From an optimization exercise on the open Yosys and OpenROAD flow, aimed at small area, a short achievable clock period and few clock cycles per item; shortcuts taken in it are not production practice.
The RTL was checked by simulation tests, not by an equivalence proof against the original design.
Power and IR drop assume default switching activity.

==> flow/design.v <==
module CNC(
    clk,
    rst_n,
    IN_VALID,
    MODE,
    IN,
    OUT_VALID,
    OUT
    );
input           clk, rst_n, IN_VALID;
input   [ 1:0]  MODE;
input   [ 7:0]  IN;
output          OUT_VALID;
output  [16:0]  OUT;
reg        OUT_VALID;
reg [16:0] OUT;
reg p1, p2, p3, p4, p5;
reg mul, sub;
reg [4:0]  BO, BT, BN;  
reg [8:0]  X;      
reg [8:0]  S;      
reg [15:0] P;      
wire busy = p1 | p2 | p3;
wire [8:0] V = p4 ? S : {IN[7], IN};
wire [10:0] Vx = {V[8], V, 1'b0};
wire [4:0] vo, vt, vn;
genvar k;
generate for (k = 0; k < 5; k = k + 1) begin : enc
    assign vo[k] = Vx[2*k+1] ^ Vx[2*k];
    assign vt[k] = (Vx[2*k+2] & ~Vx[2*k+1] & ~Vx[2*k]) | (~Vx[2*k+2] & Vx[2*k+1] & Vx[2*k]);
    assign vn[k] = Vx[2*k+2] & ~(Vx[2*k+1] & Vx[2*k]);
end endgenerate
reg         g;                                   
reg         a1en;                                
wire [16:0] A1 = a1en ? OUT : 17'd0;
    wire pp0_0 = ((BO[0] & X[0])) ^ BN[0];
    wire pp0_1 = ((BO[0] & X[1]) | (BT[0] & X[0])) ^ BN[0];
    wire pp0_2 = ((BO[0] & X[2]) | (BT[0] & X[1])) ^ BN[0];
    wire pp0_3 = ((BO[0] & X[3]) | (BT[0] & X[2])) ^ BN[0];
    wire pp0_4 = ((BO[0] & X[4]) | (BT[0] & X[3])) ^ BN[0];
    wire pp0_5 = ((BO[0] & X[5]) | (BT[0] & X[4])) ^ BN[0];
    wire pp0_6 = ((BO[0] & X[6]) | (BT[0] & X[5])) ^ BN[0];
    wire pp0_7 = ((BO[0] & X[7]) | (BT[0] & X[6])) ^ BN[0];
    wire pp0_8 = ((BO[0] & X[8]) | (BT[0] & X[7])) ^ BN[0];
    wire pp0_9 = ~(((BO[0] & X[8]) | (BT[0] & X[8])) ^ BN[0]);
    wire pp1_0 = ((BO[1] & X[0])) ^ BN[1];
    wire pp1_1 = ((BO[1] & X[1]) | (BT[1] & X[0])) ^ BN[1];
    wire pp1_2 = ((BO[1] & X[2]) | (BT[1] & X[1])) ^ BN[1];
    wire pp1_3 = ((BO[1] & X[3]) | (BT[1] & X[2])) ^ BN[1];
    wire pp1_4 = ((BO[1] & X[4]) | (BT[1] & X[3])) ^ BN[1];
    wire pp1_5 = ((BO[1] & X[5]) | (BT[1] & X[4])) ^ BN[1];
    wire pp1_6 = ((BO[1] & X[6]) | (BT[1] & X[5])) ^ BN[1];
    wire pp1_7 = ((BO[1] & X[7]) | (BT[1] & X[6])) ^ BN[1];
    wire pp1_8 = ((BO[1] & X[8]) | (BT[1] & X[7])) ^ BN[1];
    wire pp1_9 = ~(((BO[1] & X[8]) | (BT[1] & X[8])) ^ BN[1]);
    wire pp2_0 = ((BO[2] & X[0])) ^ BN[2];
    wire pp2_1 = ((BO[2] & X[1]) | (BT[2] & X[0])) ^ BN[2];
    wire pp2_2 = ((BO[2] & X[2]) | (BT[2] & X[1])) ^ BN[2];
    wire pp2_3 = ((BO[2] & X[3]) | (BT[2] & X[2])) ^ BN[2];
    wire pp2_4 = ((BO[2] & X[4]) | (BT[2] & X[3])) ^ BN[2];
    wire pp2_5 = ((BO[2] & X[5]) | (BT[2] & X[4])) ^ BN[2];
    wire pp2_6 = ((BO[2] & X[6]) | (BT[2] & X[5])) ^ BN[2];
    wire pp2_7 = ((BO[2] & X[7]) | (BT[2] & X[6])) ^ BN[2];
    wire pp2_8 = ((BO[2] & X[8]) | (BT[2] & X[7])) ^ BN[2];
    wire pp2_9 = ~(((BO[2] & X[8]) | (BT[2] & X[8])) ^ BN[2]);
    wire pp3_0 = ((BO[3] & X[0])) ^ BN[3];
    wire pp3_1 = ((BO[3] & X[1]) | (BT[3] & X[0])) ^ BN[3];
    wire pp3_2 = ((BO[3] & X[2]) | (BT[3] & X[1])) ^ BN[3];
    wire pp3_3 = ((BO[3] & X[3]) | (BT[3] & X[2])) ^ BN[3];
    wire pp3_4 = ((BO[3] & X[4]) | (BT[3] & X[3])) ^ BN[3];
    wire pp3_5 = ((BO[3] & X[5]) | (BT[3] & X[4])) ^ BN[3];
    wire pp3_6 = ((BO[3] & X[6]) | (BT[3] & X[5])) ^ BN[3];
    wire pp3_7 = ((BO[3] & X[7]) | (BT[3] & X[6])) ^ BN[3];
    wire pp3_8 = ((BO[3] & X[8]) | (BT[3] & X[7])) ^ BN[3];
    wire pp3_9 = ~(((BO[3] & X[8]) | (BT[3] & X[8])) ^ BN[3]);
    wire pp4_0 = ((BO[4] & X[0])) ^ BN[4];
    wire pp4_1 = ((BO[4] & X[1]) | (BT[4] & X[0])) ^ BN[4];
    wire pp4_2 = ((BO[4] & X[2]) | (BT[4] & X[1])) ^ BN[4];
    wire pp4_3 = ((BO[4] & X[3]) | (BT[4] & X[2])) ^ BN[4];
    wire pp4_4 = ((BO[4] & X[4]) | (BT[4] & X[3])) ^ BN[4];
    wire pp4_5 = ((BO[4] & X[5]) | (BT[4] & X[4])) ^ BN[4];
    wire pp4_6 = ((BO[4] & X[6]) | (BT[4] & X[5])) ^ BN[4];
    wire pp4_7 = ((BO[4] & X[7]) | (BT[4] & X[6])) ^ BN[4];
    wire pp4_8 = ((BO[4] & X[8]) | (BT[4] & X[7])) ^ BN[4];
    wire a2_1 = g & ~P[0];
    wire a2_2 = g & ~P[1];
    wire a2_3 = g & ~P[2];
    wire a2_4 = g & ~P[3];
    wire a2_5 = g & ~P[4];
    wire a2_6 = g & ~P[5];
    wire a2_7 = g & ~P[6];
    wire a2_8 = g & ~P[7];
    wire a2_9 = g & ~P[8];
    wire a2_10 = g & ~P[9];
    wire a2_11 = g & ~P[10];
    wire a2_12 = g & ~P[11];
    wire a2_13 = g & ~P[12];
    wire a2_14 = g & ~P[13];
    wire a2_15 = g & ~P[14];
    wire a2_16 = g & ~P[15];
    wire ts0, tc0;
    CNC_ha uts0 (.a(pp0_6), .b(pp1_4), .s(ts0), .co(tc0));
    wire ts1, tc1;
    CNC_ha uts1 (.a(pp0_7), .b(pp1_5), .s(ts1), .co(tc1));
    wire ts2, tc2;
    CNC_fa uts2 (.a(pp0_8), .b(pp1_6), .c(pp2_4), .s(ts2), .co(tc2));
    wire ts3, tc3;
    CNC_ha uts3 (.a(pp3_2), .b(pp4_0), .s(ts3), .co(tc3));
    wire ts4 = ~(pp0_9 ^ pp1_7);
    wire tc4 = pp0_9 | pp1_7;
    wire ts5, tc5;
    CNC_fa uts5 (.a(pp2_5), .b(pp3_3), .c(pp4_1), .s(ts5), .co(tc5));
    wire ts6 = ~(pp1_8 ^ pp2_6);
    wire tc6 = pp1_8 | pp2_6;
    wire ts7, tc7;
    CNC_ha uts7 (.a(pp3_4), .b(pp4_2), .s(ts7), .co(tc7));
    wire ts8, tc8;
    CNC_fa uts8 (.a(pp1_9), .b(pp2_7), .c(pp3_5), .s(ts8), .co(tc8));
    wire ts9 = ~pp2_8;
    wire tc9 = pp2_8;
    wire ts10, tc10;
    CNC_ha uts10 (.a(pp0_2), .b(pp1_0), .s(ts10), .co(tc10));
    wire ts11, tc11;
    CNC_ha uts11 (.a(pp0_3), .b(pp1_1), .s(ts11), .co(tc11));
    wire ts12, tc12;
    CNC_fa uts12 (.a(pp0_4), .b(pp1_2), .c(pp2_0), .s(ts12), .co(tc12));
    wire ts13, tc13;
    CNC_ha uts13 (.a(BN[2]), .b(A1[4]), .s(ts13), .co(tc13));
    wire ts14, tc14;
    CNC_fa uts14 (.a(pp0_5), .b(pp1_3), .c(pp2_1), .s(ts14), .co(tc14));
    wire ts15, tc15;
    CNC_ha uts15 (.a(A1[5]), .b(a2_5), .s(ts15), .co(tc15));
    wire ts16, tc16;
    CNC_fa uts16 (.a(pp2_2), .b(pp3_0), .c(BN[3]), .s(ts16), .co(tc16));
    wire ts17, tc17;
    CNC_fa uts17 (.a(A1[6]), .b(a2_6), .c(ts0), .s(ts17), .co(tc17));
    wire ts18, tc18;
    CNC_fa uts18 (.a(pp2_3), .b(pp3_1), .c(A1[7]), .s(ts18), .co(tc18));
    wire ts19, tc19;
    CNC_fa uts19 (.a(a2_7), .b(tc0), .c(ts1), .s(ts19), .co(tc19));
    wire ts20, tc20;
    CNC_fa uts20 (.a(BN[4]), .b(A1[8]), .c(a2_8), .s(ts20), .co(tc20));
    wire ts21, tc21;
    CNC_fa uts21 (.a(tc1), .b(ts3), .c(ts2), .s(ts21), .co(tc21));
    wire ts22, tc22;
    CNC_fa uts22 (.a(A1[9]), .b(a2_9), .c(tc3), .s(ts22), .co(tc22));
    wire ts23, tc23;
    CNC_fa uts23 (.a(tc2), .b(ts4), .c(ts5), .s(ts23), .co(tc23));
    wire ts24, tc24;
    CNC_fa uts24 (.a(A1[10]), .b(a2_10), .c(ts7), .s(ts24), .co(tc24));
    wire ts25, tc25;
    CNC_fa uts25 (.a(tc4), .b(tc5), .c(ts6), .s(ts25), .co(tc25));
    wire ts26, tc26;
    CNC_fa uts26 (.a(pp4_3), .b(A1[11]), .c(a2_11), .s(ts26), .co(tc26));
    wire ts27, tc27;
    CNC_fa uts27 (.a(tc7), .b(tc6), .c(ts8), .s(ts27), .co(tc27));
    wire ts28, tc28;
    CNC_fa uts28 (.a(pp3_6), .b(pp4_4), .c(A1[12]), .s(ts28), .co(tc28));
    wire ts29, tc29;
    CNC_fa uts29 (.a(a2_12), .b(ts9), .c(tc8), .s(ts29), .co(tc29));
    wire ts30, tc30;
    CNC_fa uts30 (.a(pp2_9), .b(pp3_7), .c(pp4_5), .s(ts30), .co(tc30));
    wire ts31, tc31;
    CNC_fa uts31 (.a(A1[13]), .b(a2_13), .c(tc9), .s(ts31), .co(tc31));
    wire ts32 = ~(pp3_8 ^ pp4_6);
    wire tc32 = pp3_8 | pp4_6;
    wire ts33, tc33;
    CNC_ha uts33 (.a(A1[14]), .b(a2_14), .s(ts33), .co(tc33));
    wire ts34, tc34;
    CNC_fa uts34 (.a(pp3_9), .b(pp4_7), .c(A1[15]), .s(ts34), .co(tc34));
    wire ts35 = ~pp4_8;
    wire tc35 = pp4_8;
    wire ts36, tc36;
    CNC_ha uts36 (.a(pp0_1), .b(A1[1]), .s(ts36), .co(tc36));
    wire ts37, tc37;
    CNC_fa uts37 (.a(BN[1]), .b(A1[2]), .c(a2_2), .s(ts37), .co(tc37));
    wire ts38, tc38;
    CNC_fa uts38 (.a(A1[3]), .b(a2_3), .c(tc10), .s(ts38), .co(tc38));
    wire ts39, tc39;
    CNC_fa uts39 (.a(a2_4), .b(tc11), .c(ts13), .s(ts39), .co(tc39));
    wire ts40, tc40;
    CNC_fa uts40 (.a(tc13), .b(ts15), .c(tc12), .s(ts40), .co(tc40));
    wire ts41, tc41;
    CNC_fa uts41 (.a(tc15), .b(tc14), .c(ts16), .s(ts41), .co(tc41));
    wire ts42, tc42;
    CNC_fa uts42 (.a(tc16), .b(ts18), .c(tc17), .s(ts42), .co(tc42));
    wire ts43, tc43;
    CNC_fa uts43 (.a(tc18), .b(ts20), .c(tc19), .s(ts43), .co(tc43));
    wire ts44, tc44;
    CNC_fa uts44 (.a(tc20), .b(ts22), .c(tc21), .s(ts44), .co(tc44));
    wire ts45, tc45;
    CNC_fa uts45 (.a(tc22), .b(ts24), .c(tc23), .s(ts45), .co(tc45));
    wire ts46, tc46;
    CNC_fa uts46 (.a(ts26), .b(tc24), .c(tc25), .s(ts46), .co(tc46));
    wire ts47, tc47;
    CNC_fa uts47 (.a(tc26), .b(ts28), .c(ts29), .s(ts47), .co(tc47));
    wire ts48, tc48;
    CNC_fa uts48 (.a(tc28), .b(ts30), .c(ts31), .s(ts48), .co(tc48));
    wire ts49, tc49;
    CNC_fa uts49 (.a(ts33), .b(tc30), .c(ts32), .s(ts49), .co(tc49));
    wire ts50, tc50;
    CNC_fa uts50 (.a(a2_15), .b(tc33), .c(tc32), .s(ts50), .co(tc50));
    wire ts51, tc51;
    CNC_fa uts51 (.a(A1[16]), .b(a2_16), .c(ts35), .s(ts51), .co(tc51));
    wire ts52, tc52;
    CNC_ha uts52 (.a(pp0_0), .b(BN[0]), .s(ts52), .co(tc52));
    wire ts53, tc53;
    CNC_fa uts53 (.a(a2_1), .b(g), .c(ts36), .s(ts53), .co(tc53));
    wire ts54, tc54;
    CNC_fa uts54 (.a(tc36), .b(ts10), .c(ts37), .s(ts54), .co(tc54));
    wire ts55, tc55;
    CNC_fa uts55 (.a(ts11), .b(tc37), .c(ts38), .s(ts55), .co(tc55));
    wire ts56, tc56;
    CNC_fa uts56 (.a(ts12), .b(tc38), .c(ts39), .s(ts56), .co(tc56));
    wire ts57, tc57;
    CNC_fa uts57 (.a(ts14), .b(tc39), .c(ts40), .s(ts57), .co(tc57));
    wire ts58, tc58;
    CNC_fa uts58 (.a(ts17), .b(tc40), .c(ts41), .s(ts58), .co(tc58));
    wire ts59, tc59;
    CNC_fa uts59 (.a(ts19), .b(tc41), .c(ts42), .s(ts59), .co(tc59));
    wire ts60, tc60;
    CNC_fa uts60 (.a(ts21), .b(tc42), .c(ts43), .s(ts60), .co(tc60));
    wire ts61, tc61;
    CNC_fa uts61 (.a(ts23), .b(tc43), .c(ts44), .s(ts61), .co(tc61));
    wire ts62, tc62;
    CNC_fa uts62 (.a(ts25), .b(tc44), .c(ts45), .s(ts62), .co(tc62));
    wire ts63, tc63;
    CNC_fa uts63 (.a(ts27), .b(tc45), .c(ts46), .s(ts63), .co(tc63));
    wire ts64, tc64;
    CNC_fa uts64 (.a(tc27), .b(tc46), .c(ts47), .s(ts64), .co(tc64));
    wire ts65, tc65;
    CNC_fa uts65 (.a(tc29), .b(ts48), .c(tc47), .s(ts65), .co(tc65));
    wire ts66, tc66;
    CNC_fa uts66 (.a(tc31), .b(ts49), .c(tc48), .s(ts66), .co(tc66));
    wire ts67, tc67;
    CNC_fa uts67 (.a(ts34), .b(ts50), .c(tc49), .s(ts67), .co(tc67));
    wire ts68, tc68;
    CNC_fa uts68 (.a(tc34), .b(ts51), .c(tc50), .s(ts68), .co(tc68));
    wire [16:0] R0 = {ts68, ts67, ts66, tc64, tc63, tc62, tc61, tc60, tc59, tc58, tc57, tc56, tc55, tc54, tc53, tc52, A1[0]};
    wire [16:0] R1 = {tc67, tc66, tc65, ts65, ts64, ts63, ts62, ts61, ts60, ts59, ts58, ts57, ts56, ts55, ts54, ts53, ts52};
    wire [16:0] M = R0 + R1;
always @(posedge clk) begin
    OUT <= M;
    g    <= p4 & mul;
    a1en <= p3 | (p4 & mul) | ((p1 | p2) & !mul);
    P[15:9] <= OUT[15:9];
    P[8:0]  <= p3 ? X + OUT[8:0] : OUT[8:0];
    BO  <= vo;
    BT  <= vt;
    BN  <= vn;
    if (p3)              S <= sub ? S - {IN[7], IN} : S + {IN[7], IN};
    else if (p2 & !mul)  S <= S;
    else                 S <= {IN[7], IN};
    if (!rst_n)          X <= 9'h001;
    else if (p1)         X <= mul ? 9'h001 : 9'h000;
    else if (p2)         X <= mul ? OUT[8:0] : (sub ? 9'h1ff : 9'h001);
    else if (p3)         X <= mul ? -OUT[8:0] : 9'h000;
    else if (p4)         X <= mul ? P[8:0] : 9'h001;
    else                 X <= 9'h001;
end
always @(posedge clk) begin
    if (!(busy | p4 | p5)) begin
        mul <= MODE[1];
        sub <= MODE[0];
    end
end
always @(posedge clk) begin
    if (!rst_n) begin
        p1 <= 1'b0; p2 <= 1'b0; p3 <= 1'b0; p4 <= 1'b0; p5 <= 1'b0;
        OUT_VALID <= 1'b0;
    end else begin
        p1 <= IN_VALID & !busy;
        p2 <= p1;
        p3 <= p2;
        p4 <= p3;
        p5 <= p4;
        OUT_VALID <= p4 | p5;
    end
end
endmodule
module CNC_fa(a, b, c, s, co);
input a, b, c;
output s, co;
assign s = a ^ b ^ c;
assign co = (a & b) | (a & c) | (b & c);
endmodule
module CNC_ha(a, b, s, co);
input a, b;
output s, co;
assign s = a ^ b;
assign co = a & b;
endmodule
==> flow/run.sh <==
#!/bin/bash
# synth_recipe.tcl (not shown) runs the flow's synth.tcl, then flattens the netlist and writes it again
# the make line also repeats each setting of config.mk as NAME=value (left out here)
make -C /OpenROAD-flow-scripts/flow DESIGN_CONFIG=/design/flow/config.mk WORK_HOME=/design/flow/orfs CLKGATE_MAP_FILE= SYNTH_SCRIPT=/design/flow/synth_recipe.tcl finish
==> flow/config.mk <==
export PLATFORM = sky130hd
export DESIGN_NAME = CNC
export DESIGN_NICKNAME = CNC
export VERILOG_FILES = /design/flow/design.v
export SDC_FILE = /design/flow/constraint.sdc
export NUM_CORES = 4
export LEC_CHECK = 0
export CAP_MARGIN = 20
export CORE_MARGIN = 2
export CORE_UTILIZATION = 65
export SETUP_SLACK_MARGIN = 2.5
export SLEW_MARGIN = 20
export SYNTH_HIERARCHICAL = 1
export SYNTH_MINIMUM_KEEP_SIZE = 0
==> flow/constraint.sdc <==
create_clock -name core_clock -period 7.5 [get_ports {clk}]
set_input_delay 1.5000 -clock core_clock [delete_from_list [all_inputs] [get_ports {clk}]]
set_output_delay 1.5000 -clock core_clock [all_outputs]
set_load 0.01 [all_outputs]
==> out/summary.md, run 1 <==
The tools report the I/O pin count as 31. The number of nets in the finished design is 822, and the number of unique standard cell types used by synthesis is 68. Prior to clock tree synthesis, the placed netlist has a worst setup slack of 3.13 ns.

The cell area after synthesis is 6650 um2. The number of diodes is 0, and the highest clock frequency the design can meet is 228 MHz. Of the total synthesized cell area, the portion taken by full adders, half adders and majority gates is 26.6%. Commonest register cell after synthesis: sky130_fd_sc_hd__dfxtp_1.

The floorplan step set the die height to 105 um. Area growth from synthesis to final layout: 6.72%. Top cell family by delay on the critical path: adder cells. The main combinational cell family by area after synthesis is adder cells. TritonCTS built the clock tree. Mean cell area of the mapped netlist: 9.47 um2. Entering global routing, the biggest net connects 38 pins.

The leakage power total is 0.00281 uW. The worst hold path terminates at P[10]. STA puts the critical path data required time at 7.79 ns. The worst hold path begins at OUT[10]. The number of hold buffers added after cts is 0. The wire length of the first global-routing pass was 24900 um; the count of nets left with antenna violations after detail routing was 0.

The initialized floorplan defines 36 standard-cell rows. For the data arrival time of the worst path, the log shows 4.67 ns. The number of nets in the synthesized netlist is 823. Measured in cells, the most critical reg-to-reg path has a length of 12.

Of all cell types, the one taking the most synthesized area is sky130_fd_sc_hd__dfxtp_1. Power per standard cell area: 405 nW/um2. For the via count, the log shows 5118. In the routed design, unresolved DRC markers number 0. Clock tree synthesis found a total of 75 sinks. Counting the buffers created by CTS gives 9.

The layout filler cell count is 780, and the fraction of the mapped netlist area in compound gates is 17.6%. For this run, the slowest stage of the critical path takes 0.60 ns. The via count of the first global-routing pass was 5209.

The total setup buffers inserted after CTS was 0. The sequential fraction of the synthesis area was 24.2%. The final wirelength is 14700 um, and the post-route clock period utilization is 58.4%. The share of async-settable or async-resettable flops after synthesis is 0%, and the number of iterations in the first detailed-routing pass is 5. The tools report the setup clock skew after layout as 0.0187 ns. The die covers 11100 um2. Most common cell type on the critical path: sky130_fd_sc_hd__fa_1. The tools report the initial antenna violation count as 0.

During synthesis, Yosys emitted a total of 7 warnings. In this run the number of H-tree levels came out at 3. End of the worst register-to-register path: OUT[16]. The min-delay analysis places its worst path in the category reg2reg. Ranked by total cell area, the synthesized netlist is headed by sky130_fd_sc_hd__dfxtp_1 (19%), sky130_fd_sc_hd__fa_1 (17%), sky130_fd_sc_hd__ha_1 (9.8%). Clock-pin slew was measured on the worst setup and hold paths at 0.08 ns. The number of port buffers came out at 30. The total overflow left after global routing is 0. Number of resized instances in the post-cts repair step: 0. After detailed routing, the number of vias per cell comes to 6.11.

The initial utilization of the core area, before any placement, comes to 67.4%. Area share of xor/xnor cells in the synthesized design: 10.4%. The critical path is of the reg2reg type.

The setup slack of the most critical reg-to-reg path is 3.12 ns, and the synthesized instance count is 702. Summing the areas of all and, or, nand and nor instances in the mapped netlist gives 13.8% of the synthesized area. The worst slack on hold paths is 0.373 ns. The kind of end point of the critical path was a flop. The fraction of final layout cells with drive strength greater than 1 was 3.97%; the flip-flop and latch count after synthesis was 75. Clock tree synthesis selected as its root buffer the cell sky130_fd_sc_hd__clkbuf_8.

The routed design could run at a clock period as short as 4.38 ns. The average wire per standard cell is 17.5 um, and the final total negative setup slack is 0 ns. From left edge to right edge, the die measures 105 um. For the final critical-path setup slack, the log shows 3.12 ns. Setup violations remaining at the end of the flow were counted as 0. For the final-report hold violation count, the log shows 0. The most repeated cell in the gate-level netlist after synthesis was sky130_fd_sc_hd__dfxtp_1. The tools report the final count of pins violating max slew as 0. For the core box area, the log shows 9860 um2. The number of buffers and inverters on the critical path is 0.

The headroom to the max-slew limit is 42.0%. The HPWL after detailed placement is 11500 um. Counting instances in the post-synthesis netlist gives the leading cell types as sky130_fd_sc_hd__dfxtp_1 (64), sky130_fd_sc_hd__xnor2_1 (62), sky130_fd_sc_hd__fa_1 (56).

Walking the worst path, the cells encountered are a22oi_1, xnor2_1, fa_1, fa_1, fa_1, fa_1, ha_1, a21oi_1, o21ai_0, a21oi_1, a21oi_1, nor3b_1. Yosys mapped a number of flops with a built-in enable equal to 11. The worst register-to-register path begins at X[8]. The worst-case IR drop observed on VDD is 0.309 mV. The run finished with no timing, DRC or antenna violations.

The latest clock arrival within the worst-skew pair was 0.38 ns; the measured slew at the worst slew-check pin was 0.869 ns. The routability congestion estimate was 0.883. Along the worst path, the maximum fanout reaches 14. The hold-critical path depth is 0. Setup repair after global routing left no endpoint under its margin. Among all stages on the critical path, the largest delay is contributed by sky130_fd_sc_hd__dfxtp_1. Measured against the total synthesized area, the mux share comes to 2.35%.

The tools report the startpoint class of the critical path as a flop. The maximum clock insertion buffer count came out at 2. For this block, the initial DRC count from the detailed router was 252. Across the run, the number of max-cap violations was 0. The area share of the largest cell type after synthesis works out to 19.3%. Global routing used 28.4% of the available tracks.
## registers in the layout, summed over array words and instances (netlist names)
register	count
BN	5
BO	5
BT	4
OUT	17
OUT_VALID	1
P	16
S	9
X	9
a1en	1
g	1
mul	1
p1	1
p2	1
p3	1
p4	1
p5	1
sub	1
## power by group
part	leakage (uW)	internal, uW	switching [uW]	total (uW)
Combinational	0.00208	876	1010	1880
Sequential	0.000649	544	163	708
Clock	0.0000795	127	155	282
## modules after synthesis, one instance, submodules excluded
module,times used,cells inside,area (um2),flip-flops and latches
CNC_ha,11,1,12.5,0
CNC_fa,53,1,20.0,0
CNC,1,638,5450,75
## layout by cell type (no fill, tap or decap), types with 24 or more instances in the layout
cell type | netlist | routed
sky130_fd_sc_hd__nand2_1 | 41 | 41
sky130_fd_sc_hd__a21oi_1 | 36 | 36
sky130_fd_sc_hd__nor2b_1 | 24 | 24
sky130_fd_sc_hd__ha_1 | 52 | 52
sky130_fd_sc_hd__nor2_1 | 28 | 28
sky130_fd_sc_hd__inv_1 | 37 | 37
sky130_fd_sc_hd__xnor2_1 | 62 | 62
sky130_fd_sc_hd__fa_1 | 56 | 56
sky130_fd_sc_hd__dfxtp_1 | 64 | 64
sky130_fd_sc_hd__a22oi_1 | 33 | 33
sky130_fd_sc_hd__clkdlybuf4s50_1 | 0 | 30
## worst max-delay path by stage
stage | startpoint | to | slack [ns] | cells past startpoint
floorplan | BN[1] | OUT[9] | 3.42 | 11
global placement | IN[0] | S[8] | 3.26 | 11
detailed placement | IN[2] | S[8] | 3.13 | 10
CTS | X[8] | OUT[16] | 3.15 | 12
global route | X[2] | OUT[16] | 2.83 | 12
finish | X[8] | OUT[16] | 3.12 | 12
## through the flow
step / cell area, um2 / util [%] / instances / total power, uW
after floorplan: 6650 / - / 702 / 2110
after global placement: 6940 / 70.3 / 823 / 2500
after detailed placement: 6940 / 70.3 / 823 / 2580
after CTS: 7100 / 72.0 / 838 / 2870
after global routing: 7100 / 72.0 / 838 / 3160
final: 7100 / 72.0 / 838 / 2870
## cells by family (layout without fill, tap and decap cells)
logic type / after synthesis / count (layout)
xor+xnor: 79 / 79
simple gates: 172 / 172
fa+ha+maj: 108 / 108
mux: 15 / 15
compound gates: 172 / 172
flops: 75 / 75
buf+inv: 81 / 84
## routing by layer
layer,wire [um],global-route usage (%)
met1,6680,38.2
met2,6950,46.3
met3,761,4.62
met4,299,10.6
met5,0,0
## final cells by class
cell class                 instances  area (um2)  share of cell area (%)
sequential                        75        1610                    22.7
multi-input combinational        546        4710                    66.3
clock inverter                     2        12.5                   0.176
timing repair buffer              31         308                    4.34
tap                              133         166                    2.34
inverter                          38         143                    2.01
clock buffer                      13         149                    2.10
Testbench counts, summed over its fixed seeds: cycles 7,208, items 1,200.
==> run 2, diff against run 1 <==
--- a/flow/config.mk
+++ b/flow/config.mk
@@ -8,7 +8,7 @@
 export CAP_MARGIN = 20
 export CORE_MARGIN = 2
 export CORE_UTILIZATION = 65
-export SETUP_SLACK_MARGIN = 2.5
+export SETUP_SLACK_MARGIN = 3.5
 export SLEW_MARGIN = 20
 export SYNTH_HIERARCHICAL = 1
 export SYNTH_MINIMUM_KEEP_SIZE = 0
==> run 2 against run 1 <==
Effect of this change:
- still clean on timing, DRC and antenna
- synthesized cell count unchanged
- routed wire length up 2.8%
- sequential share of layout area down 0.14 points
- via count up 0.47%
- combinational power is 11% higher
- die area stayed put
- critical path type unchanged
- critical endpoint is now OUT[9]
==> out/summary.md, run 2 <==
The final HPWL from detailed placement was 11500 um. Data on the critical path arrives at its endpoint at 4.21 ns. Ranked by instance count, the synthesized netlist is headed by sky130_fd_sc_hd__dfxtp_1 (64), sky130_fd_sc_hd__xnor2_1 (62), sky130_fd_sc_hd__fa_1 (56). Detail-routed via count per cell: 6.09. The tree is rooted in a sky130_fd_sc_hd__clkbuf_8.

The path category of the worst min-delay check is reg2reg. The first global-routing pass estimated 24700 um of wire. Cells with a size suffix above 1 make up 11.0% of the layout. From synthesis to final layout, the design area changed by 11.0%. For the pre-CTS worst setup slack, the log shows 3.15 ns. The register with the most flip-flops in the layout has 17 of them. The number of hold buffers added after cts was 0; the headroom to the max-slew limit was 44.1%. For the pin with the worst max-slew slack, the measured transition is 0.837 ns. The horizontal die dimension is 105 um. Once the floorplan was initialized, standard cells occupied 67.4% of the core. The count of buffers added on input and output ports is 30. The tools report the number of levels in the clock H-tree as 3. Based on the critical path, the design can be clocked at up to 252 MHz. The kind of end point of the critical path was a flop. The tools report the final count of pins violating max slew as 0. The area share of xor/xnor cells in the synthesized design came out at 10.4%. For this block, the via count after detailed routing is 5142. In the synthesized netlist the dominant register cell turns out to be sky130_fd_sc_hd__dfxtp_1. The run gives 4810 um2 as the multi-input combinational cell area. The largest registers in the layout are OUT x17, P x16.

Core box area: 9860 um2. Summing the areas of all fa, ha and maj instances in the mapped netlist gives 26.6% of the synthesized area. Of the available clock period, the critical path in the final layout requires 52.9%. The number of DRC markers after the initial detailed-route iteration was 324.

Ranked by flip-flop count, first place goes to OUT. The final count of negative-setup-slack endpoints is 0, and the global-route usage over all layers is 28.3%. STA puts the critical path data required time at 7.74 ns. The die covers 11100 um2. For the number of unique standard cell types used by synthesis, the log shows 68. The average instance in the mapped netlist occupies 9.47 um2. The Yosys step of the flow raised 7 warnings. The CTS clock-pin slew for the worst setup and hold paths works out to 0.08 ns. TritonCTS built the clock tree. The count of nets left with antenna violations after detail routing came out at 0.

Measured against the total synthesized area, the mux share comes to 2.35%. The largest area contributor in the synthesized netlist was sky130_fd_sc_hd__dfxtp_1. Pin placement for this block handled 31 I/O pins. Global routing finished with a remaining overflow of 0. Critical setup path kind: reg2reg. On the critical path, the stage with the largest delay is an instance of sky130_fd_sc_hd__fa_1.

Before antenna repair, the detailed router went through 5 iterations. The run finished with no timing, DRC or antenna violations. Internal power comes to 1750 uW.

Of the total power, combinational logic draws 65.9%. The clock period minus worst slack was 3.97 ns. For the final routed database, the setup TNS stands at 0 ns. The later pin in the worst-skew pair is clocked with a latency of 0.37 ns.

Yosys attributes the largest share of cell area to sky130_fd_sc_hd__dfxtp_1 (19%), sky130_fd_sc_hd__fa_1 (17%), sky130_fd_sc_hd__ha_1 (9.8%). Counting along the longest clock path gives a buffer depth of 2. The final-report hold violation count is 0.

After routing the design area is 7380 um2. Summing all flip-flop and latch instances after layout gives 1670 um2. In this run, synthesis produced a sequential element count of 75. The synthesized netlist devotes 13.8% of its cell area to simple gates. The synthesized design devotes to its leading area cell type 19.3% of total area. For the final database, setup skew stands at 0.0110 ns. Most repeated cell in the gate-level netlist after synthesis: sky130_fd_sc_hd__dfxtp_1.

Summed over all nets, the switching power comes to 1410 uW. Number of diodes: 0. Of the total power, registers draw 22.5%. After synthesis the cells add up to 6650 um2. The via count of the first global-routing pass was 5058; the number of nets in the finished design was 828.

The routability congestion estimate was 0.902; the area of placed instances was 6940 um2. Entering global routing, the biggest net connects 37 pins. For the post-synthesis net count, the log shows 823.

After technology mapping, the gate count stands at 702. In the final routed layout, each cell accounts on average for 17.9 um. The main combinational cell family by area after synthesis was adder cells.

The cell that appears most often on the critical path is sky130_fd_sc_hd__fa_1. The tools report the initial antenna violation count as 0. Across the run, the number of max-cap violations was 0. Of the total power, the share spent switching nets is 44.6%. The synthesized design contains 11 enable-type register cells.

The library cell used most frequently in the layout, excluding fill and tap cells, is sky130_fd_sc_hd__xnor2_1. Setup repair after global routing could not meet its margin everywhere. The largest stage delay on the critical path was 0.50 ns. The total CTS buffers is 9, and the sequential fraction of the synthesis area is 24.2%. The total number of placement rows was 36. Along the worst path, the maximum fanout reaches 10. The synthesized netlist devotes 17.6% of its cell area to compound gates. For the share of the core filled with cells in the final layout, the log shows 74.8%. The clock network accounts for 11.6% of the total power. Total power for the finished layout comes to 3160 uW. The worst setup path is launched from a flop.

In this run the power density over the cells is 427 nW/um2. The final wirelength is 15100 um, and the leakage power total is 0.00293 uW. For this run, asynchronously set or reset flops after synthesis account for 0%. The final routed DRC violation total is 0.

The worst-case IR drop observed on VDD is 0.378 mV. Clock tree synthesis found a total of 75 sinks. Measured along the y axis, the die boundary spans 105 um.

Traced cell by cell, the critical path runs through a22oi_1, xnor2_1, fa_1, fa_2, fa_1, fa_1, ha_4, clkbuf_2, nor3b_1, a311o_1, a311o_1. In the layout the commonest cells are sky130_fd_sc_hd__xnor2_1 (61), sky130_fd_sc_hd__fa_1 (54), sky130_fd_sc_hd__ha_1 (47), sky130_fd_sc_hd__dfxtp_1 (41), sky130_fd_sc_hd__nand2_1 (41). The layout has 704 filler cells. In the post-route analysis, the smallest setup slack over all paths is 3.53 ns.
==> run 2: cell counts after synthesis <==
Identical to the previous run, type by type.
==> run 2: area by class of cell <==
cell class	count	share of cell area, %
clock inverter	3	0.932
tap	133	2.25
timing repair buffer	37	4.88
multi-input combinational	546	65.2
sequential	75	22.6
clock buffer	13	2.29
inverter	38	1.93
==> run 2: per-module statistics from Yosys (local to each module, per instance) <==
module,cells inside,copies in the design
CNC,638,1
CNC_ha,1,11
CNC_fa,1,53
==> run 2: layer usage <==
metal  track usage, %  part of all wire, %  up-vias
met2             46.9                   49      156
met3             5.86                  5.2       20
li1                 -                    -     2465
met4             9.14                  1.8        0
met5                0                    0        -
met1             37.1                   44     2501
==> run 2: final timing paths <==
| path | from | to | slack (ns) | cells past startpoint |
|---|---|---|---|---|
| hold / removal | OUT[11] | P[11] | 0.37 | 0 |
| setup reg to reg | X[6] | OUT[9] | 3.53 | 11 |
| hold reg to reg | OUT[11] | P[11] | 0.37 | 0 |
| setup / recovery | X[6] | OUT[9] | 3.53 | 11 |
==> run 2: repair_timing <==
| item | in CTS | in global routing |
|---|---|---|
| resized for setup | 27 | 32 |
| pin swaps | 1 | 7 |
| endpoints found under the setup margin | 7 | 7 |
| buffers inserted | 0 | 6 |
==> run 2: logic make-up after synthesis <==
group                    after synthesis
XOR/XNOR                              79
AND/OR/NAND/NOR                      172
adder cells (fa/ha/maj)              108
buffers and inverters                 81
AO/OA/AOI/OAI                        172
flip-flops                            75
multiplexers                          15
==> run 2: power groups by stage <==
stage	clock network (uW)	logic (uW)	registers (uW)
after CTS	374	1910	704
after global routing	390	2320	722
final	367	2080	709
after global placement	0	1790	707
after floorplan	0	1470	641
after detailed placement	0	1860	710
==> run 2: stage by stage <==
step	hold slack, ns	instances
CTS	0.372	839
global placement	0.356	823
detailed placement	0.364	823
finish	0.374	845
floorplan	0.389	702
global route	0.385	845
==> run 2: critical path, delay by kind of cell, from the launching register on <==
kind                       cells  cell delay, ns
xor gates and xnor gates       1            0.17
adders and majority gates      5            2.08
DFF                            1            0.39
AOI/OAI and AO/OA              3            0.88
buffers and inverters          1            0.15
and+or+nand+nor                1            0.16
==> run 3, diff against run 2 <==
--- a/flow/config.mk
+++ b/flow/config.mk
@@ -8,7 +8,7 @@
 export CAP_MARGIN = 20
 export CORE_MARGIN = 2
 export CORE_UTILIZATION = 65
-export SETUP_SLACK_MARGIN = 3.5
+export SETUP_SLACK_MARGIN = 4.5
 export SLEW_MARGIN = 20
 export SYNTH_HIERARCHICAL = 1
 export SYNTH_MINIMUM_KEEP_SIZE = 0
==> run 3 against run 2 <==
Effect of this change:
- still clean on timing, DRC and antenna
- global-route usage rose by 2.3 points
- routed wire length rose by 9.5%
- core utilization grew 6.1 points
- combinational power grew 32%
- cell area is 8.2% higher
- clock skew grew 0.0037 ns
- critical path type unchanged
- highest routed layer unchanged
==> out/summary.md, run 3 <==
Timing would allow up to 255 MHz. In the synthesized netlist, the number of instances is 702. Data on the critical path is required at its endpoint by 7.75 ns. The synthesized design contains 11 enable-type register cells. The run gives 31 as the I/O pin count. The first global-routing pass estimated 26600 um of wire. The tools report the layout filler cell count as 612. In the layout the commonest cells are sky130_fd_sc_hd__xnor2_1 (57), sky130_fd_sc_hd__fa_1 (48), sky130_fd_sc_hd__nand2_1 (41), sky130_fd_sc_hd__ha_1 (37), sky130_fd_sc_hd__inv_1 (35). The via count of the first global-routing pass came out at 5458.

The CTS clock-pin slew for the worst setup and hold paths is 0.08 ns. Yosys attributes the largest share of cell area to sky130_fd_sc_hd__dfxtp_1 (19%), sky130_fd_sc_hd__fa_1 (17%), sky130_fd_sc_hd__ha_1 (9.8%). The register with the most flip-flops in the layout has 17 of them. The number of unique standard cell types used by synthesis is 68.

The area growth from synthesis to final layout was 20.1%. The tree is rooted in a sky130_fd_sc_hd__clkbuf_8. Maximum fanout along the worst path: 5. In this run the most critical hold path is launched from OUT[11].

The tools report the total power consumption of the routed design as 3770 uW. The reg-to-reg startpoint is BO[0]. The final count of negative-setup-slack endpoints was 0. The sequential fraction of the synthesis area is 24.2%, and the flip-flop and latch count after synthesis is 75. STA classifies the critical path endpoint as a flop. The tools report the count of max-cap constraint violations as 0. Largest register by flop count: OUT. The initial antenna violation count came out at 0. The final-report hold violation count is 0. The sink count of the clock tree came out at 75.

Global routing used 30.6% of the available tracks across all layers. TritonCTS built the clock tree. The hold-critical path depth came out at 0. The largest total area in the synthesized netlist belongs to sky130_fd_sc_hd__dfxtp_1. The aggregate global routing overflow is 0. Dividing the final minimum period by the clock period gives 52.3%. Dividing total power by cell area gives a power density of 472 nW/um2.

The finished layout holds 872 standard cells, fillers aside. For the total routed wire length on the met1 layer, the log shows 7110 um. Data on the critical path arrives at its endpoint at 4.17 ns. The mean cell area of the mapped netlist is 9.47 um2.

The flow ran to the end and the layout has no timing, DRC or antenna violations. In this run the critical register-to-register path is captured at OUT[9]. Dividing the detail-routed wire length by the instance count gives 19.0 um. Number of nets in the finished design: 855.

Startpoint class of the critical path: a flop. The number of port buffers is 30. Prior to clock tree synthesis, the placed netlist has a worst setup slack of 3.06 ns. The count of nets left with antenna violations after detail routing is 0, and the fraction of final layout cells with drive strength greater than 1 is 24.1%. For the core box area, the log shows 9860 um2.

Synthesis produced a netlist with a net count of 823. The detailed router placed 5389 vias in this run. Setup repair after global routing could not meet its margin everywhere. The clock reaches the later pin of the worst-skew pair after 0.38 ns.

After synthesis, the most frequently instantiated cells are sky130_fd_sc_hd__dfxtp_1 (64), sky130_fd_sc_hd__xnor2_1 (62), sky130_fd_sc_hd__fa_1 (56). The worst hold path terminates at P[11]. The number of levels in the clock H-tree was 3; the logic depth of the worst register-to-register path was 12. The highest ir drop seen on vdd is 0.552 mV, and the effective utilization at floorplan is 67.4%. The clock period could shrink to 3.92 ns. Path category of the worst min-delay check: reg2reg. The logs give 7 for the Yosys warning count and 0 for the final count of pins violating max slew. Buffers inserted to repair hold after CTS numbered 0. For this run, the leading register cell type out of synthesis is sky130_fd_sc_hd__dfxtp_1. The detailed router used layers up to and including met4.

The congestion estimate from routability-driven global placement came to 0.890. Headroom to the max-slew limit: 42.5%. The most common cell after layout, fill and taps aside is sky130_fd_sc_hd__xnor2_1.

The final total negative setup slack came out at 0 ns. Of all flip-flops after synthesis, the portion carrying an async set or reset was 0%. The horizontal die dimension is 105 um.

The routed wire length on met3 is 905 um. Using the TritonRoute via totals, the vias-per-cell ratio works out to 6.18. Summed over all cells, the static leakage comes to 0.00307 uW.

The number of DRC markers after the initial detailed-route iteration was 403; the final critical-path setup slack was 3.58 ns. The total CTS buffers came out at 9. The logs give 5 for the number of iterations in the first detailed-routing pass and 36 for the total number of placement rows. The run gives 6650 um2 as the cell area after synthesis. The most repeated cell in the gate-level netlist after synthesis is sky130_fd_sc_hd__dfxtp_1.

For the final database, setup skew stands at 0.0147 ns. The final layout contains routed wiring with a total length of 16500 um. The worst setup path is of the reg2reg kind. Number of diodes: 0. After detailed placement, the design holds a cell count of 823.

The area share of the largest cell type after synthesis is 19.3%, and the area of the die is 11100 um2. The wire-length estimate of the detail-placed layout is 11600 um. The final routed DRC violation total was 0. The largest registers in the layout are OUT x17, P x16. The worst register-to-register path has a setup slack of 3.58 ns. The measured slew at the worst slew-check pin is 0.862 ns, and the maximum number of pins on one net before global-route repair is 37. In this run the vertical extent of the chip is 105 um.

The met2 wire length came out at 8200 um. The run gives 2 as the maximum clock insertion buffer count.
## run 3: cell types whose count changed in the layout (fill, tap and decap cells not counted), moves of 6 or more
cell / delta
sky130_fd_sc_hd__dfxtp_4: +6
sky130_fd_sc_hd__a21oi_1: -7
sky130_fd_sc_hd__fa_2: +6
sky130_fd_sc_hd__buf_6: +9
sky130_fd_sc_hd__dfxtp_1: -10
sky130_fd_sc_hd__ha_1: -10
sky130_fd_sc_hd__fa_1: -6
sky130_fd_sc_hd__a22oi_1: -12
sky130_fd_sc_hd__ha_4: +8
sky130_fd_sc_hd__a22oi_2: +12
sky130_fd_sc_hd__buf_4: +20
## run 3: where the power goes
| group | switching (uW) | leakage [uW] | internal (uW) | total (uW) |
|---|---|---|---|---|
| Clock | 157 | 0.0000906 | 154 | 311 |
| Sequential | 168 | 0.000660 | 550 | 718 |
| Combinational | 1370 | 0.00232 | 1380 | 2740 |
## run 3: how the worst max path moves through the flow
stage / from / end / slack [ns] / cells after the start
floorplan: BO[1] / OUT[9] / 3.73 / 12
global placement: IN[0] / S[8] / 3.18 / 11
detailed placement: IN[0] / S[8] / 3.06 / 11
CTS: X[3] / OUT[9] / 3.69 / 12
global route: BO[0] / OUT[9] / 3.51 / 12
finish: BO[0] / OUT[9] / 3.58 / 12
## run 3: cell type report
type | count | area (um2) | share of cell area [%]
Multi-Input combinational cell | 546 | 5190 | 65.0
Sequential cell | 75 | 1690 | 21.2
Inverter | 38 | 150 | 1.88
Timing Repair Buffer | 64 | 601 | 7.52
Clock buffer | 12 | 135 | 1.69
Clock inverter | 4 | 51.3 | 0.642
Tap cell | 133 | 166 | 2.08
## run 3: kinds of logic after synthesis
family                   synth area share (%)
AO/OA/AOI/OAI                            17.6
AND/OR/NAND/NOR                          13.8
adder cells (fa/ha/maj)                  26.6
buffers and inverters                    4.98
XOR/XNOR                                 10.4
flip-flops                               24.2
multiplexers                             2.35
## run 3: stage by stage
step	cell area, um2	utilization (%)	hold WS (ns)
3_5_place_dp	7110	72.1	0.363
6_report	7990	81.0	0.369
5_1_grt	7990	81.0	0.382
4_1_cts	7780	78.8	0.372
2_1_floorplan	6930	-	0.389
3_3_place_gp	7110	72.1	0.358
## run 3: repair_timing
action / 4_1_cts / 5_1_grt
gates cloned: 0 / 0
endpoints found under the setup margin: 29 / 19
buffers inserted: 29 / 4
pin swaps: 37 / 19
resized for setup: 116 / 36
## run 3: Yosys stat by module, one instance, submodules excluded
module / cells / copies in the design / area [um2] / flops+latches
CNC_ha: 1 / 11 / 12.5 / 0
CNC_fa: 1 / 53 / 20.0 / 0
CNC: 638 / 1 / 5450 / 75
## run 3: critical path, stage by stage (launching register included)
cell and delay, ns:
sky130_fd_sc_hd__dfxtp_4 0.37, sky130_fd_sc_hd__a22oi_2 0.24, sky130_fd_sc_hd__xnor2_2 0.15, sky130_fd_sc_hd__fa_1 0.47, sky130_fd_sc_hd__fa_2 0.37, sky130_fd_sc_hd__fa_1 0.51
sky130_fd_sc_hd__fa_1 0.45, sky130_fd_sc_hd__ha_4 0.32, sky130_fd_sc_hd__buf_12 0.10, sky130_fd_sc_hd__nand3b_1 0.09, sky130_fd_sc_hd__o21ai_1 0.07, sky130_fd_sc_hd__a311o_1 0.33
sky130_fd_sc_hd__a311o_1 0.30
## run 3: per-layer routing
layer | vias up | track usage (%)
li1 | 2523 | -
met1 | 2642 | 39.1
met2 | 188 | 52.2
met3 | 36 | 5.99
met4 | 0 | 9.90
met5 | - | 0
==> run 4, diff against run 3 <==
--- a/flow/config.mk
+++ b/flow/config.mk
@@ -8,7 +8,7 @@
 export CAP_MARGIN = 20
 export CORE_MARGIN = 2
 export CORE_UTILIZATION = 65
-export SETUP_SLACK_MARGIN = 4.5
+export SETUP_SLACK_MARGIN = 5.0
 export SLEW_MARGIN = 20
 export SYNTH_HIERARCHICAL = 1
 export SYNTH_MINIMUM_KEEP_SIZE = 0
==> run 4 against run 3 <==
Effect of this change:
- largest power group unchanged
- still clean on timing, DRC and antenna
- clock power rose by 6.8%
- routed wire length increased by 5.7%
- register-to-register slack gained 0.05 ns
- highest routed layer unchanged
- sequential power shrank 3.2%
- sequential share of layout area down 0.52 points
- non-clock buffer count grew 20
- worst setup slack better by 0.046 ns
- critical path type unchanged
==> out/summary.md, run 4 <==
For the number of diodes, the log shows 0. The number of iterations in the first detailed-routing pass is 7, and the number of enable flip-flop cells after synthesis is 11. After detailed placement, the total cell area comes to 7130 um2.

Including well taps, the total number of placed cells is 824. Share of power burned in the clock network: 8.5%. Entering global routing, the biggest net connects 37 pins. For the final routed database, the setup TNS stands at 0 ns. Clock tree synthesis selected as its root buffer the cell sky130_fd_sc_hd__clkbuf_8. The commonest register cell after synthesis is sky130_fd_sc_hd__dfxtp_1. The effective utilization at floorplan is 67.4%. The critical setup path kind was reg2reg.

The largest registers in the layout are OUT x17, P x16. Across every metal layer, demand over resource in global routing totals 31.9%. Area growth from synthesis to final layout: 24.2%. By area the synthesized netlist is led by sky130_fd_sc_hd__dfxtp_1 (19%), sky130_fd_sc_hd__fa_1 (17%), sky130_fd_sc_hd__ha_1 (9.8%). In the final routed layout, each cell accounts on average for 19.6 um.

The startpoint class of the critical path is a flop. The library cell used most frequently in the layout, excluding fill and tap cells, is sky130_fd_sc_hd__xnor2_1. Derived from the worst setup path, the maximum achievable clock frequency is 258 MHz.

Number of levels in the clock H-tree: 3. The final route contains 5600 vias. Clock-pin slew was measured on the worst setup and hold paths at 0.09 ns.

The post-synthesis net count was 823. Setup repair after global routing could not meet its margin everywhere. The tools report the area of the die as 11100 um2. The synthesized design contains 75 register bits. The I/O pin count is 31. For the final-report hold violation count, the log shows 0.

Leaving out fill and tap cells, the most frequent cells in the layout are sky130_fd_sc_hd__xnor2_1 (55), sky130_fd_sc_hd__fa_1 (49), sky130_fd_sc_hd__buf_4 (43), sky130_fd_sc_hd__nand2_1 (38), sky130_fd_sc_hd__ha_1 (38). Using the TritonRoute via totals, the vias-per-cell ratio works out to 6.29. The maximum clock insertion buffer count was 2; the area share of the largest cell type after synthesis was 19.3%. The fraction of final layout cells with drive strength greater than 1 was 29.2%.

The tree built by TritonCTS fans out to 75 sinks. The routability congestion estimate is 0.894. For the cell area after synthesis, the log shows 6650 um2.

After synthesis, the most frequently instantiated cells are sky130_fd_sc_hd__dfxtp_1 (64), sky130_fd_sc_hd__xnor2_1 (62), sky130_fd_sc_hd__fa_1 (56). Counting every instance in the synthesized netlist gives 702. The tools report the highest ir drop seen on vdd as 0.480 mV.

Data on the critical path is required at its endpoint by 7.76 ns. Setup violations remaining at the end of the flow were counted as 0. Combinational logic is responsible for 73.8% of the overall power. The maximum fanout along the worst path came out at 5. The largest total area in the synthesized netlist belongs to sky130_fd_sc_hd__dfxtp_1. The final wirelength was 17500 um. Max-cap violations in this run came to 0. The number of hold buffers added after cts is 0, and the total CTS buffers is 9. In this run the tool buffered the top-level ports with 30 buffer cells. The die is 105 um wide.

Dividing total power by cell area gives a power density of 474 nW/um2. Summed over all nets, the half-perimeter wirelength after detailed placement is 11600 um. Excluding fillers, the count of instances in the completed layout stands at 891. The logs give 3.09 ns for the pre-CTS worst setup slack and 9860 um2 for the core box area. By instance count, the leading cell after synthesis is sky130_fd_sc_hd__dfxtp_1.

The cell area after layout was 8260 um2. In this run, flip-flops and latches consume 17.7% of the power. The run gives 2170 uW as the cell-internal power.

The sequential fraction of the synthesis area is 24.2%, and the initial antenna violation count is 0. Once detail routing completed, the nets flagged for antenna violations numbered 0. OUT holds more flip-flops than any other register. The die span in y works out to 105 um.

The worst setup path is captured at a flop. The logs give 41.5% for the headroom to the max-slew limit and 0.0166 ns for the setup clock skew after layout. For this block, the initial DRC count from the detailed router was 349. The share of async-settable or async-resettable flops after synthesis is 0%, and the final routed DRC violation total is 0. The number of unique standard cell types used by synthesis was 68; the switching portion of total power was 44.7%. For this design the static power due to leakage is 0.00325 uW. Data on the critical path arrives at its endpoint at 4.14 ns. For the final critical-path setup slack, the log shows 3.62 ns. For the latest clock arrival within the worst-skew pair, the log shows 0.38 ns. The run finished with no timing, DRC or antenna violations. Yosys printed 7 warnings. The tools report the via count of the first global-routing pass as 5593. The wire length of the first global-routing pass was 27900 um.

Summed over all nets, the switching power comes to 1750 uW. The tools report the final count of pins violating max slew as 0. The floorplan has 36 rows.

Global routing finished with a remaining overflow of 0. The layout has 557 filler cells. The register with the most flip-flops in the layout has 17 of them. TritonCTS built the clock tree. After layout, the minimum clock period comes to 3.88 ns. After layout, the worst path uses 51.7% of the clock period.

The measured slew at the worst slew-check pin came out at 0.877 ns. Each instance of the synthesized netlist takes up on average 9.47 um2. The number of nets in the finished design is 875. Path category of the worst min-delay check: reg2reg.
run 4: cells by family after synthesis:
family	Yosys count	synth area share (%)
AND/OR/NAND/NOR	172	13.8
adder cells (fa/ha/maj)	108	26.6
XOR/XNOR	79	10.4
buffers and inverters	81	4.98
multiplexers	15	2.35
AO/OA/AOI/OAI	172	17.6
flip-flops	75	24.2
run 4: power by group through the flow:
stage	logic (uW)	clock network [uW]	registers [uW]
floorplan	1680	0	641
global placement	1980	0	702
detailed placement	2050	0	709
CTS	2520	341	687
global route	3090	356	710
finish	2890	332	695
run 4: final timing paths:
kind	from	end	slack [ns]	cells past startpoint
setup / recovery	X[8]	OUT[9]	3.62	12
hold / removal	OUT[11]	P[11]	0.38	0
setup reg to reg	X[8]	OUT[9]	3.62	12
hold reg to reg	OUT[11]	P[11]	0.38	0
run 4: routing by layer:
metal	share of wire, %	routed length, um	track usage [%]
met5	0	0	0
met3	5.8	1020	6.92
met1	42	7340	40.7
met2	50	8750	54.3
met4	2.2	382	10.0
run 4: what timing repair did:
action	4_1_cts	5_1_grt
pin swaps	42	25
endpoints found under the setup margin	47	38
gates resized for setup	181	40
setup buffers	35	17
run 4: per-module statistics from Yosys, one instance, submodules excluded:
module | copies in the design | flops+latches | cell area (um2) | cells
CNC_ha | 11 | 0 | 12.5 | 1
CNC_fa | 53 | 0 | 20.0 | 1
CNC | 1 | 75 | 5450 | 638
run 4: layout make-up:
type	instances	area [um2]	share of cell area, %
inverters	38	150	1.82
flip-flops and latches	75	1710	20.7
multi-input cells	546	5250	63.5
clock buffers	12	156	1.89
repair buffers	84	786	9.51
well taps	133	166	2.01
clock inverters	3	46.3	0.560
run 4: worst max-delay path, cell delays in order, from the launching register on:
cell and delay, ns:
sky130_fd_sc_hd__dfxtp_4 0.37, sky130_fd_sc_hd__a22oi_2 0.22, sky130_fd_sc_hd__xnor2_2 0.14, sky130_fd_sc_hd__fa_1 0.46, sky130_fd_sc_hd__fa_2 0.36, sky130_fd_sc_hd__fa_1 0.51
sky130_fd_sc_hd__fa_1 0.47, sky130_fd_sc_hd__ha_4 0.32, sky130_fd_sc_hd__buf_12 0.10, sky130_fd_sc_hd__nand3b_1 0.10, sky130_fd_sc_hd__o21ai_1 0.07, sky130_fd_sc_hd__a311o_1 0.33
sky130_fd_sc_hd__a311o_1 0.30
run 4: metrics by stage:
stage               util [%]  power [uW]  hold WS [ns]
floorplan                  -        2320         0.389
global placement        72.3        2680         0.355
detailed placement      72.3        2750         0.360
CTS                     80.7        3550         0.368
global route            83.8        4160         0.382
finish                  83.8        3920         0.378
==> run 5, diff against run 4 <==
--- a/flow/config.mk
+++ b/flow/config.mk
@@ -5,10 +5,11 @@
 export SDC_FILE = /design/flow/constraint.sdc
 export NUM_CORES = 4
 export LEC_CHECK = 0
+export ABC_CLOCK_PERIOD_IN_PS = 3500
 export CAP_MARGIN = 20
 export CORE_MARGIN = 2
 export CORE_UTILIZATION = 65
-export SETUP_SLACK_MARGIN = 5.0
+export SETUP_SLACK_MARGIN = 3.5
 export SLEW_MARGIN = 20
 export SYNTH_HIERARCHICAL = 1
 export SYNTH_MINIMUM_KEEP_SIZE = 0
==> run 5 against run 4 <==
Effect of this change:
- cell count shrank 5.2%
- clock power is 11% higher
- synthesized cell count did not move
- via count down 8.2%
- critical path type unchanged
==> out/summary.md, run 5 <==
In this run the critical register-to-register path is launched from X[6]. The sequential fraction of the synthesis area is 24.2%, and the count of max-cap constraint violations is 0. The final total negative setup slack is 0 ns.

The layout filler cell count was 704; the cell area after synthesis was 6650 um2. Most common cell after layout, fill and taps aside: sky130_fd_sc_hd__xnor2_1. Most common cell type on the critical path: sky130_fd_sc_hd__fa_1. Entering global routing, the biggest net connects 37 pins.

The worst hold path belongs to the class reg2reg. The final HPWL from detailed placement was 11500 um; the highest clock frequency the design can meet was 252 MHz. The final count of pins violating max slew came out at 0. Across the VDD grid, the largest voltage drop is 0.378 mV. In the synthesized netlist, the cells that appear most often are sky130_fd_sc_hd__dfxtp_1 (64), sky130_fd_sc_hd__xnor2_1 (62), sky130_fd_sc_hd__fa_1 (56). The largest stage delay on the critical path is 0.50 ns. The hold-critical path endpoint was P[11]. The horizontal die dimension is 105 um, and the maximum clock insertion buffer count is 2.

For this run, the leading register cell type out of synthesis is sky130_fd_sc_hd__dfxtp_1. For the pre-CTS worst setup slack, the log shows 3.15 ns. The tools report the master cell of the clock root buffer as sky130_fd_sc_hd__clkbuf_8. In the final layout, the registers with the most flip-flops are OUT x17, P x16. Measured against its own limit, the worst slew margin works out to 44.1%. The number of antenna diodes in the final layout is 0. The sink count of the clock tree came out at 75. Measured in cells, the most critical reg-to-reg path has a length of 11. The core box area is 9860 um2. The area growth from synthesis to layout is 11.0%. In the layout the commonest cells are sky130_fd_sc_hd__xnor2_1 (61), sky130_fd_sc_hd__fa_1 (54), sky130_fd_sc_hd__ha_1 (47), sky130_fd_sc_hd__dfxtp_1 (41), sky130_fd_sc_hd__nand2_1 (41).

For this run the aggregate overflow at the end of global routing stands at 0. The leakage power total came out at 0.00293 uW. By area the synthesized netlist is led by sky130_fd_sc_hd__dfxtp_1 (19%), sky130_fd_sc_hd__fa_1 (17%), sky130_fd_sc_hd__ha_1 (9.8%). The logs give 0 for the final count of negative-setup-slack endpoints and 4.21 ns for the data arrival time of the worst path. Post-synthesis net count: 823. Counting the buffers created by CTS gives 9. The cell count after synthesis came out at 702. Across every metal layer, demand over resource in global routing totals 28.3%. The CTS clock-pin slew for the worst setup and hold paths was 0.08 ns.

Of the available clock period, the critical path in the final layout requires 52.9%. The number of iterations in the first detailed-routing pass is 5, and the final-report hold violation count is 0. Once routing completed, OpenROAD measured the worst setup slack at 3.53 ns.

Among all stages on the critical path, the largest delay is contributed by sky130_fd_sc_hd__fa_1. The count of nets left with antenna violations once routing finished came out at 0. The synthesized design spends more area on one cell type than any other, namely sky130_fd_sc_hd__dfxtp_1. The run gives 828 as the number of nets in the finished design.

Maximum fanout along the worst path: 10. For this design the ratio of total power to cell area is 427 nW/um2. The number of enable flip-flop cells after synthesis works out to 11.

The worst path in the final design needs a cycle of 3.97 ns, including I/O delays and setup. Clock latency on the worst-skew pair, taken at its later pin, is 0.37 ns. The worst slack on hold paths is 0.374 ns. The flow ran to the end and the layout has no timing, DRC or antenna violations. The die is 105 um tall.

After layout, the design draws a total of 3160 uW. The detailed router finished its first iteration with 324 violations. The initial antenna violation count is 0. Area share of the largest cell type after synthesis: 19.3%. The kind of cell with the highest combined delay along the critical path is adder cells. The hold-critical path depth is 0. Largest register by flop count: OUT. 31 I/O pins were placed. For this run, the number of Yosys warnings is 7. The number of port buffers came out at 30.

Setup repair after global routing could not meet its margin everywhere. TritonCTS built the clock tree. Once the floorplan was initialized, standard cells occupied 67.4% of the core.

The via count of the first global-routing pass was 5058. In this run the critical register-to-register path is captured at OUT[9]. The number of flip-flops under the largest register name came out at 17. In the routed design, unresolved DRC markers number 0.

The kind of end point of the critical path was a flop. The detail-routed via count per cell works out to 6.09. The fraction of final layout cells with drive strength greater than 1 works out to 11.0%. The critical path in this run is classified as reg2reg.

After detailed routing, the average wire length per cell comes to 17.9 um. Final wirelength: 15100 um. At the pin with the least slew margin, the transition time is 0.837 ns.

The worst endpoint required time is 7.74 ns. Clock skew on the completed layout was measured at 0.0110 ns. After synthesis, the share of flip-flops with an asynchronous set or reset is 0%. In this run, synthesis produced a sequential element count of 75. The total number of placement rows was 36. Traced cell by cell, the critical path runs through a22oi_1, xnor2_1, fa_1, fa_2, fa_1, fa_1, ha_4, clkbuf_2, nor3b_1, a311o_1, a311o_1. The area of the die was 11100 um2. Startpoint class of the critical path: a flop. The sum of buffers and inverters on the critical path is 1, and the via count is 5142.

The routability congestion estimate is 0.902, and the wire length of the first global-routing pass is 24700 um. The average instance in the mapped netlist occupies 9.47 um2. The worst hold path begins at OUT[11].

The setup check on the worst reg-to-reg path leaves a slack of 3.53 ns. The run gives 3 as the number of levels in the clock H-tree. The netlist uses 68 different library cells.

Yosys instantiated no cell more often than sky130_fd_sc_hd__dfxtp_1. The number of hold buffers added after CTS was 0.
-- run 5: layout make-up --
| type | instances | area [um2] | area share, % |
|---|---|---|---|
| multi-input cells | 546 | 4810 | 65.2 |
| inverters | 38 | 143 | 1.93 |
| flip-flops and latches | 75 | 1670 | 22.6 |
| clock buffers | 13 | 169 | 2.29 |
| clock inverters | 3 | 68.8 | 0.932 |
| well taps | 133 | 166 | 2.25 |
| repair buffers | 37 | 360 | 4.88 |
-- run 5: through the flow --
stage	util, %	cells	cell area, um2
after floorplan	-	702	6660
after global placement	70.3	823	6940
after detailed placement	70.3	823	6940
after CTS	73.2	839	7220
after global routing	74.8	845	7380
final	74.8	845	7380
-- run 5: worst max-delay path by stage --
| stage | startpoint | to | slack (ns) | cells after the start |
|---|---|---|---|---|
| detailed placement | IN[0] | S[8] | 3.15 | 11 |
| floorplan | X[6] | OUT[9] | 3.51 | 12 |
| global route | g | OUT[13] | 3.44 | 10 |
| global placement | IN[0] | S[8] | 3.27 | 11 |
| finish | X[6] | OUT[9] | 3.53 | 11 |
| CTS | X[6] | OUT[9] | 3.52 | 11 |
-- run 5: cell families after synthesis --
family | synth area share (%)
AO/OA/AOI/OAI | 17.6
XOR/XNOR | 10.4
adder cells (fa/ha/maj) | 26.6
buffers and inverters | 4.98
flip-flops | 24.2
multiplexers | 2.35
AND/OR/NAND/NOR | 13.8
-- run 5: report_power, final --
part / switching [uW] / internal (uW)
Sequential: 164 / 545
Clock: 152 / 215
Combinational: 1090 / 988
Total: 1410 / 1750
-- run 5: metal layers --
metal	vias up	global-route usage, %	part of all wire, %
met5	-	0	0
met3	20	5.86	5.2
met1	2501	37.1	44
met4	0	9.14	1.8
met2	156	46.9	49
li1	2465	-	-
-- run 5: what timing repair did --
action,CTS,global route
pin swaps,1,7
resized for setup,27,32
setup buffers,0,6
setup endpoints to repair,7,7
-- run 5: Yosys stat by module, one instance, submodules excluded --
| module | cell area (um2) | flops+latches | cells |
|---|---|---|---|
| CNC_fa | 20.0 | 0 | 1 |
| CNC | 5450 | 75 | 638 |
| CNC_ha | 12.5 | 0 | 1 |
==> run 6, diff against run 5 <==
==> flow/flow/run.sh (new file) <==
#!/bin/bash
set -euo pipefail
export BUFFER_PORTS_ARGS="-buffer_cell sky130_fd_sc_hd__buf_2"
bash standard.sh > flow_make.log 2>&1
==> flow/standard.sh (new file) <==
#!/bin/bash
# synth_recipe.tcl (not shown) runs the flow's synth.tcl, then flattens the netlist and writes it again
# the make line also repeats each setting of config.mk as NAME=value (left out here)
make -C /OpenROAD-flow-scripts/flow DESIGN_CONFIG=/design/flow/config.mk WORK_HOME=/design/flow/orfs CLKGATE_MAP_FILE= SYNTH_SCRIPT=/design/flow/synth_recipe.tcl "${@:-finish}"
--- a/flow/config.mk
+++ b/flow/config.mk
@@ -5,7 +5,7 @@
 export SDC_FILE = /design/flow/constraint.sdc
 export NUM_CORES = 4
 export LEC_CHECK = 0
-export ABC_CLOCK_PERIOD_IN_PS = 3500
+export ABC_AREA = 1
 export CAP_MARGIN = 20
 export CORE_MARGIN = 2
 export CORE_UTILIZATION = 65
removed: flow/run.sh
==> run 6 against run 5 <==
Effect of this change:
- fmax grew 3.4%
- global-route usage up 3.7 points
- register-to-register slack better by 0.13 ns
- non-clock buffer count fell by 6
- via count increased by 11%
- largest cell class unchanged
==> out/summary.md, run 6 <==
The final HPWL from detailed placement came out at 13500 um. The clock passes through at most 2 buffers. The end of the worst register-to-register path was OUT[10]. After detailed routing, the total wire length is 17100 um. Hold-critical path endpoint: P[9]. Post-synthesis net count: 965. The hold-critical path depth was 0; the highest ir drop seen on vdd was 0.308 mV. The run finished with no timing, DRC or antenna violations. The tools report the initial antenna violation count as 0.

In this run the power density over the cells is 378 nW/um2. The number of diodes was 0. The critical path goes through inv_1, o22ai_2, xor2_2, fa_2, fa_1, fa_1, fa_1, ha_4, nand2_1, nor2_1, nand2_1, nand4_1, nand2_1. TritonCTS built the clock tree. The worst endpoint required time is 7.77 ns.

The flip-flop and latch count after synthesis is 75, and the I/O pin count is 31. Of all nets on the critical path, the largest fanout is 8. The run gives 0 as the final-report hold violation count. The detailed router finished its first iteration with 476 violations. Synthesis handed over a netlist of 844 instances. Counting flops with an async set or reset pin after synthesis yields a share of 0%. For the area of the die, the log shows 11000 um2. Clock-pin slew was measured on the worst setup and hold paths at 0.09 ns. In the layout the commonest cells are sky130_fd_sc_hd__nand2_1 (178), sky130_fd_sc_hd__inv_1 (125), sky130_fd_sc_hd__xor2_1 (59), sky130_fd_sc_hd__dfxtp_1 (57), sky130_fd_sc_hd__fa_1 (55). The sequential fraction of the synthesis area came out at 24.4%.

The average wire per standard cell works out to 16.9 um. A synthesized cell averages 7.82 um2. The headroom to the max-slew limit came out at 57.2%. Once detail routing completed, the nets flagged for antenna violations numbered 0. The floorplan step set the die height to 105 um. For the final routed DRC violation total, the log shows 0. The floorplan step set the die width to 105 um.

Among all flip-flop cells after synthesis, the most frequent one is sky130_fd_sc_hd__dfxtp_1. Total setup buffers inserted after CTS: 0. From synthesis to final layout, the design area changed by 8.00%.

Top cell family by delay on the critical path: adder cells. The detail-routed via count per cell works out to 5.66. The worst setup path is captured at a flop. Clock tree synthesis found a total of 75 sinks. Global routing used 32.0% of the available tracks. The startpoint of the most critical hold path is OUT[9]. The run gives 786 as the layout filler cell count. The data arrival time of the worst path was 4.11 ns. The largest register by flop count is OUT. Most common cell after layout, fill and taps aside: sky130_fd_sc_hd__nand2_1. The register with the most flip-flops in the layout has 17 of them. After routing, the total negative slack on setup checks comes to 0 ns.

For the Yosys warning count, the log shows 7.
[run 6: timing repair]
item | CTS | global route
hold buffers | 0 | 0
setup endpoints to repair | 0 | 7
resized for setup | 0 | 30
[run 6: worst reg2reg max path: stages (launching register included)]
cell,delay [ns]
sky130_fd_sc_hd__dfxtp_1,0.35
sky130_fd_sc_hd__inv_1,0.13
sky130_fd_sc_hd__o22ai_2,0.24
sky130_fd_sc_hd__xor2_2,0.21
sky130_fd_sc_hd__fa_2,0.47
sky130_fd_sc_hd__fa_1,0.42
sky130_fd_sc_hd__fa_1,0.52
sky130_fd_sc_hd__fa_1,0.46
sky130_fd_sc_hd__ha_4,0.34
sky130_fd_sc_hd__nand2_1,0.09
sky130_fd_sc_hd__nor2_1,0.22
sky130_fd_sc_hd__nand2_1,0.12
sky130_fd_sc_hd__nand4_1,0.09
sky130_fd_sc_hd__nand2_1,0.07
[run 6: cells by family after synthesis]
kind of cell,after synthesis,synth area share (%)
adders and majority gates,108,26.8
buffers and inverters,155,9.10
and+or+nand+nor,304,19.3
DFF,75,24.4
xor gates and xnor gates,64,8.49
AOI/OAI and AO/OA,138,11.8
[run 6: per-stage QoR]
step	instance area, um2	cells	worst slack, ns	utilization [%]
after floorplan	6600	844	3.90	-
after detailed placement	6850	992	3.56	69.7
final	7130	1008	3.66	72.6
after global placement	6850	992	3.64	69.7
after CTS	7040	1008	3.52	71.7
after global routing	7130	1008	3.45	72.6
[run 6: worst max-delay path by stage]
stage / startpoint / to / slack (ns) / depth (start not counted)
5_1_grt: BO[3] / OUT[14] / 3.45 / 14
6_report: BO[0] / OUT[10] / 3.66 / 13
2_1_floorplan: X[8] / OUT[16] / 3.90 / 14
3_5_place_dp: X[8] / OUT[16] / 3.56 / 14
3_3_place_gp: X[8] / OUT[16] / 3.64 / 14
4_1_cts: X[8] / OUT[16] / 3.52 / 14
[run 6: power breakdown]
group	switching [uW]	internal, uW
sequential	158	534
clock	172	142
combinational	1040	649
total	1370	1330
[run 6: routing by layer]
| layer | part of all wire [%] | global-route usage [%] | vias up |
|---|---|---|---|
| li1 | - | - | 2767 |
| met1 | 42 | 40.1 | 2661 |
| met2 | 47 | 53.8 | 229 |
| met3 | 7.0 | 7.42 | 45 |
| met4 | 3.2 | 12.0 | 0 |
| met5 | 0 | 0 | - |
[run 6: area by class of cell]
class,count,area (um2),share of cell area (%)
clock buffers,12,156,2.19
clock inverters,4,33.8,0.474
inverters,139,522,7.32
multi-input cells,614,4470,62.7
flip-flops and latches,75,1620,22.7
well taps,133,166,2.33
repair buffers,31,158,2.21
[run 6: Yosys stat by module (local to each module, per instance)]
| module | flip-flops and latches | times used | cell area (um2) | cells inside |
|---|---|---|---|---|
| CNC_fa | 0 | 53 | 20.0 | 1 |
| CNC_ha | 0 | 11 | 12.5 | 1 |
| CNC | 75 | 1 | 5400 | 780 |

Setup slack of run 6, layout unchanged: 3.663 ns with ideal ports, 3.663 ns with driving cells assumed (clock clkbuf_16, inputs buf_2), 3.642 ns with port delays also shifted by the 0.421 ns mid clock arrival.
